From an optimization exercise on the open Yosys and OpenROAD flow, aimed at small area and a short achievable clock period; shortcuts taken in it are not production practice. Only simulation tests tie the RTL to the original design; equivalence was not proved. Power and IR drop assume default switching activity.

Design top_2dsys, start of the top module:
module top_2dsys(
  input          clock,
  input          reset,
  input  [127:0] io_in,
  input          io_rw_co,
  input          io_ping_pong_wr,
  input          io_ping_pong_rd,
  input          io_wr_input,
  output         io_wr_ready,
  input          io_start,
  input          io_iormac,
  output         io_sys_busy,
  input          io_rd_output,
  output         io_rd_ready,
  output [127:0] io_out
);
export LEC_CHECK = 0
export CAP_MARGIN = 10
export CORE_MARGIN = 2
export CORE_UTILIZATION = 45
export CTS_CLUSTER_DIAMETER = 100
export CTS_CLUSTER_SIZE = 20
export SLEW_MARGIN = 10
create_clock -name core_clock -period 12.0 [get_ports {clock}]
standard.sh (not shown) runs the stock make flow with config.mk's settings and CLKGATE_MAP_FILE= SYNTH_SCRIPT=/design/flow/synth_recipe.tcl, a recipe that flattens the netlist after the stock synthesis.
==> flow/flow/run.sh <==
#!/bin/bash
# Layout: the standard flow (standard.sh) with three changes to how the
# layout is made: the port buffers are buf_4 cells instead of the flow's
# default choice (a delay buffer); setup repair aims at a larger slack
# margin; and after placement each flip-flop that drives an output buffer is
# moved next to that buffer (flow/outflops.tcl) before CTS.  Synthesis,
# floorplan, power grid, CTS and routing are the standard steps.  Each
# tool's full output goes to a log file here (standard_place.log,
# outflops.log, standard_finish.log); the ORFS step logs stay in orfs/logs/.
set -euo pipefail
VARS=("BUFFER_PORTS_ARGS=-buffer_cell sky130_fd_sc_hd__buf_4" "SETUP_SLACK_MARGIN=8.2")
bash standard.sh place "${VARS[@]}" > standard_place.log 2>&1
PLACE_ODB="$PWD/orfs/results/$FLOW_PLATFORM/top_2dsys/base/3_place.odb" \
  openroad -no_init -exit flow/outflops.tcl > outflops.log 2>&1
bash standard.sh finish "${VARS[@]}" > standard_finish.log 2>&1
==> flow/flow/outflops.tcl <==
# Place each flip-flop that drives an output port's buffer right beside that
# buffer (the buffer sits at the port), then legalize.  Nothing else changes:
# the output buffers stay where the standard flow put them.
read_db $::env(PLACE_ODB)
set block [ord::get_db_block]
set moved 0
foreach bterm [$block getBTerms] {
  if {[$bterm getIoType] ne "OUTPUT"} { continue }
  set net [$bterm getNet]
  if {$net eq "NULL"} { continue }
  set buf ""
  foreach it [$net getITerms] {
    if {[$it isOutputSignal]} { set buf [$it getInst] }
  }
  if {$buf eq ""} { continue }
  set innet ""
  foreach it [$buf getITerms] {
    if {[$it isInputSignal] && [$it getNet] ne "NULL"} { set innet [$it getNet] }
  }
  if {$innet eq ""} { continue }
  set ff ""
  set loads 0
  foreach it [$innet getITerms] {
    if {[$it isOutputSignal]} { set ff [$it getInst] } else { incr loads }
  }
  if {$ff eq "" || $loads != 1} { continue }
  if {![[$ff getMaster] isSequential]} { continue }
  set loc [$buf getLocation]
  $ff setLocation [lindex $loc 0] [lindex $loc 1]
  incr moved
}
puts "outflops: moved $moved flip-flops next to their output buffers"
detailed_placement
check_placement
write_db $::env(PLACE_ODB)
Next try:
--- a/flow/flow/run.sh
+++ b/flow/flow/run.sh
@@ -11 +11 @@
-VARS=("BUFFER_PORTS_ARGS=-buffer_cell sky130_fd_sc_hd__buf_4" "SETUP_SLACK_MARGIN=8.2")
+VARS=("BUFFER_PORTS_ARGS=-buffer_cell sky130_fd_sc_hd__buf_4" "SETUP_SLACK_MARGIN=8")
CAP_MARGIN = 20   (was 10)
SLEW_MARGIN = 30   (was 10)
After rerunning:
- cell count hardly moves
- global-route usage is about the same
- total power barely changes
- count of clock-buffer cells in the layout is higher by 5
- sequential share of layout area hardly moves
- design area is lower by 0.41%
Next try:
--- a/flow/flow/run.sh
+++ b/flow/flow/run.sh
@@ -11 +11 @@
-VARS=("BUFFER_PORTS_ARGS=-buffer_cell sky130_fd_sc_hd__buf_4" "SETUP_SLACK_MARGIN=8")
+VARS=("BUFFER_PORTS_ARGS=-buffer_cell sky130_fd_sc_hd__buf_4" "SETUP_SLACK_MARGIN=8.2")
CTS_CLUSTER_SIZE = 25   (was 20)
The changed run finished with timing, DRC and antenna clean.
Worst hold slack is better by 24 ps.
Setup slack improves by 19 ps.
Combinational power goes up slightly.
Fmax rose slightly.

## port drivers added, routing unchanged
No port has a modelled driver above. Below, the same layouts with a new extraction and two added sets of constraints.
Step 1, drivers: a clkbuf_16 drives clock and a buf_2 each remaining input, both assumed.
Step 2 adds t to the input delays and takes it off the output delays; t is the mean of the earliest and latest rising clock arrival at the registers after step 1. Input paths then give back, and output paths get back, about the clock's delay inside the block.
a / b / c = ideal ports / drivers / drivers and shift; a / b = the first two.
| run | t, ns | setup slack, ns | latest minus earliest clock arrival (ns) | worst register clock-pin slew, ns | worst slew at a driven data input, ns |
|---|---|---|---|---|---|
| the first run | 1.118 | 8.118 / 7.997 / 7.214 | 0.116 / 0.116 | 0.09 / 0.09 | 0.21 |
| the second run | 1.118 | 8.115 / 7.997 / 7.491 | 0.112 / 0.112 | 0.09 / 0.09 | 0.21 |
| the third run | 1.104 | 8.135 / 8.015 / 7.510 | 0.095 / 0.096 | 0.11 / 0.11 | 0.20 |
After both steps every run listed still meets setup and hold. For the first run, which loses most, drivers alone change the setup slack by -0.121 ns; drivers and shift together by -0.904 ns.
